From an optimization exercise on the open Yosys and OpenROAD flow, aimed at small area, a short achievable clock period and few clock cycles; shortcuts taken in it are not production practice. The RTL was checked by simulation tests, not by an equivalence proof against the original design. No activity file was given, so power comes from the tool's default toggle rates.

== nickel ==
==> flow/design.v (excerpt) <==
module fullyconnect_4(
	input logic 				  Clk, Reset, start,
	input logic signed [31:0] curdata,
	input logic signed [31:0] curweight,
	input logic signed [31:0] curbias,
	output logic 		 [13:0] data_addr,
	output logic 		 [13:0] weight_addr,
	output logic 		 [9:0]  bias_addr,
	output logic 		 [13:0] temp_addr,
	output logic signed[31:0] temp_data,
	output logic     			  temp_wren,
	output logic 				  ready
);
For scale: roughly 3,000 cells after synthesis, ~33,000 um^2 of cells after synthesis.
Settings: LEC_CHECK=0, CAP_MARGIN=20, CORE_MARGIN=2, CORE_UTILIZATION=40, PLACE_DENSITY=0.6, SLEW_MARGIN=20; clock period 10.0 ns.
standard.sh (not shown) runs the stock make flow with config.mk's settings and CLKGATE_MAP_FILE= SYNTH_SCRIPT=/design/flow/synth_recipe.tcl, a recipe that flattens the netlist after the stock synthesis.
==> flow/flow/run.sh <==
#!/bin/bash
# Layout flow: the standard ORFS flow (standard.sh) with these changes:
#  - synthesis runs the standard script with yosys's early generic ABC pass
#    skipped (synth -noabc), so that extract_fa sees the adders as written;
#  - timing repair (floorplan, CTS, global route) aims for SETUP_MARGIN ns of
#    setup slack beyond the design's clock period;
#  - every port still gets a buffer, but a plain buffer cell (PORT_BUF) rather
#    than the delay cell buffer_ports picks by default; repair may upsize it;
#  - clock tree synthesis runs with ORFS's arguments plus CTS_EXTRA.
# Every tool's output stays in ORFS's logs under orfs/logs; make's output is
# in standard.log.
set -euo pipefail
SETUP_MARGIN=7.0
PORT_BUF=sky130_fd_sc_hd__buf_1
CTS_EXTRA="-dont_use_dummy_load -buf_list sky130_fd_sc_hd__clkbuf_8"
sed 's/yosys synth -nofsm -noshare /yosys synth -nofsm -noshare -noabc /' synth_recipe.tcl > synth_recipe_noabc.tcl
grep -q -- '-noabc' synth_recipe_noabc.tcl
bash standard.sh SYNTH_SCRIPT=$PWD/synth_recipe_noabc.tcl SETUP_SLACK_MARGIN=$SETUP_MARGIN \
  "BUFFER_PORTS_ARGS=-buffer_cell $PORT_BUF" \
  "CTS_ARGS=-sink_clustering_enable -repair_clock_nets $CTS_EXTRA" \
  finish > standard.log 2>&1
Testbench counts of nickel, summed over its fixed seeds: cycles 69,240.
> inputs changed (nickel -> garnet)
-- flow/flow/run.sh --
<<< nickel, line 15
CTS_EXTRA="-dont_use_dummy_load -buf_list sky130_fd_sc_hd__clkbuf_8"
>>> garnet, line 15
CTS_EXTRA="-dont_use_dummy_load -sink_clustering_size 24 -sink_clustering_max_diameter 100"
[summary]
- garnet reached the end of the flow, and the finished layout is clean on the timing, design-rule and antenna checks.
- Final core utilization delta for garnet relative to nickel: 0.59 points lower
- Start point of the critical path: waddr[2] -> nickel, wr2 -> garnet
- garnet vs nickel: count of clock-buffer cells in the layout down by more than half
- Share of the clock period used by the worst path after layout for garnet is lower than for nickel.
- garnet against nickel: overall power of the completed layout saw a decrease; maximum frequency from static timing analysis saw an increase.
Input-level comparison between willow and garnet:
-- flow/flow/run.sh --
<<< garnet, line 8
#    than the delay cell buffer_ports picks by default; repair may upsize it;
#  - clock tree synthesis runs with ORFS's arguments plus CTS_EXTRA.
>>> willow, line 8
#    than the delay cell buffer_ports picks by default; repair may upsize it.
<<< garnet, line 15
CTS_EXTRA="-dont_use_dummy_load -sink_clustering_size 24 -sink_clustering_max_diameter 100"
>>> willow, line 14
<<< garnet, line 19
  "BUFFER_PORTS_ARGS=-buffer_cell $PORT_BUF" \
  "CTS_ARGS=-sink_clustering_enable -repair_clock_nets $CTS_EXTRA" \
  finish > standard.log 2>&1
>>> willow, line 17
  "BUFFER_PORTS_ARGS=-buffer_cell $PORT_BUF" finish > standard.log 2>&1
Findings:
garnet → willow: routed wire length shows an increase of 0.77%; clock-buffer cell count shows an increase of about 170%; share of power burned in the clock network shows an increase of 7.0 points; power shows an increase of 8.2%; fraction of the mapped netlist area in simple logic gates shows no meaningful change. willow against garnet: via count of the first global-routing pass higher, final setup slack of the worst path lower, post-route met1 wirelength lower, area share of buffers outside the clock network roughly the same, clock-pin slew on the worst setup and hold paths lower.
Modified inputs, quartz compared to willow
-- flow/flow/run.sh --
<<< willow, line 8
#    than the delay cell buffer_ports picks by default; repair may upsize it.
>>> quartz, line 8
#    than the delay cell buffer_ports picks by default; repair may upsize it;
#  - clock tree synthesis runs with ORFS's arguments plus CTS_EXTRA.
<<< willow, line 14
>>> quartz, line 15
PLACE_DENSITY=0.75
CTS_EXTRA="-dont_use_dummy_load"
<<< willow, line 17
  "BUFFER_PORTS_ARGS=-buffer_cell $PORT_BUF" finish > standard.log 2>&1
>>> quartz, line 20
  "BUFFER_PORTS_ARGS=-buffer_cell $PORT_BUF" \
  "CTS_ARGS=-sink_clustering_enable -repair_clock_nets $CTS_EXTRA" \
  PLACE_DENSITY=$PLACE_DENSITY finish > standard.log 2>&1
Notes after the runs:
quartz: clock share of power is 3.1 points lower than what willow reported.
The setup slack was comparable across quartz and willow.
For global-route wire length before repair, quartz and willow come out practically identical.
Edits applied to the flow inputs when going from quartz to onyx:
-- flow/flow/run.sh --
<<< quartz, line 15
PLACE_DENSITY=0.75
CTS_EXTRA="-dont_use_dummy_load"
>>> onyx, line 15
CTS_EXTRA="-dont_use_dummy_load -sink_clustering_size 28 -sink_clustering_max_diameter 120"
<<< quartz, line 22
  PLACE_DENSITY=$PLACE_DENSITY finish > standard.log 2>&1
>>> onyx, line 21
  finish > standard.log 2>&1
Results
From quartz to onyx the numbers moved as follows: maximum frequency higher, wire length reported by the detailed router lower, total of plain and repair buffers excluding clock buffers lower.
| setup slack | lower: quartz |
onyx vs quartz: clock buffer count down
In terms of global-route usage, quartz and onyx differ only marginally.
Diff quartz -> onyx | final-stage net count | decrease of 49
quartz reports its critical-path cell with the highest stage delay as sky130_fd_sc_hd__dfxtp_2 while onyx reports sky130_fd_sc_hd__dfxtp_4.
Via total after detailed routing ended up 1,499 lower on onyx than on quartz.
--- input diff onyx..violet ---
-- flow/flow/run.sh --
<<< onyx, line 8
#    than the delay cell buffer_ports picks by default; repair may upsize it;
#  - clock tree synthesis runs with ORFS's arguments plus CTS_EXTRA.
>>> violet, line 8
#    than the delay cell buffer_ports picks by default; repair may upsize it.
<<< onyx, line 13
SETUP_MARGIN=7.0
>>> violet, line 12
SETUP_MARGIN=7.3
<<< onyx, line 15
CTS_EXTRA="-dont_use_dummy_load -sink_clustering_size 28 -sink_clustering_max_diameter 120"
>>> violet, line 14
<<< onyx, line 19
  "BUFFER_PORTS_ARGS=-buffer_cell $PORT_BUF" \
  "CTS_ARGS=-sink_clustering_enable -repair_clock_nets $CTS_EXTRA" \
  finish > standard.log 2>&1
>>> violet, line 17
  "BUFFER_PORTS_ARGS=-buffer_cell $PORT_BUF" finish > standard.log 2>&1
Notes after the runs:
violet vs. onyx: total wirelength of the detailed-routed design climbed 23%, worst setup slack dropped 0.035 ns, clock-buffer cell count climbed about 210%. Going from onyx to violet, the part of the power in registers was found to have gone down by 3.6 points. onyx → violet: initial antenna violation count shows an increase of 2, first-pass GRT wire length increased by 11% relative to the old numbers, minimum clock period after layout now larger.

## afterwards: timing with drivers on the ports
No port has a modelled driver above. Below, the same layouts with a new extraction and two added sets of constraints.
Step 1 (the two cells are an assumption about what drives the block):
set clk [get_ports {Clk}]
set_driving_cell -lib_cell sky130_fd_sc_hd__clkbuf_16 $clk
set_driving_cell -lib_cell sky130_fd_sc_hd__buf_2 [delete_from_list [all_inputs] $clk]
Step 2 also shifts input and output timing later by t, the mid clock arrival at the registers, as if the neighbouring blocks saw the same clock.
a / b / c = ideal / step 1 / step 2; a / b = the first two.
run	t (ns)	setup slack, ns	worst setup path after step 2	cell pins on the clock port's net
nickel	0.703	6.863 / 6.795 / 6.748	input to register	1
garnet	0.649	6.939 / 6.871 / 6.720	input to register	1
willow	0.674	6.916 / 6.846 / 6.734	input to register	1
quartz	0.640	6.916 / 6.854 / 6.704	input to register	1
onyx	0.633	6.935 / 6.867 / 6.723	input to register	1
violet	0.690	6.900 / 6.833 / 7.021	input to register	1
After both steps every run listed still meets setup and hold. For garnet, which loses most, drivers alone change the setup slack by -0.068 ns; drivers and shift together by -0.219 ns.
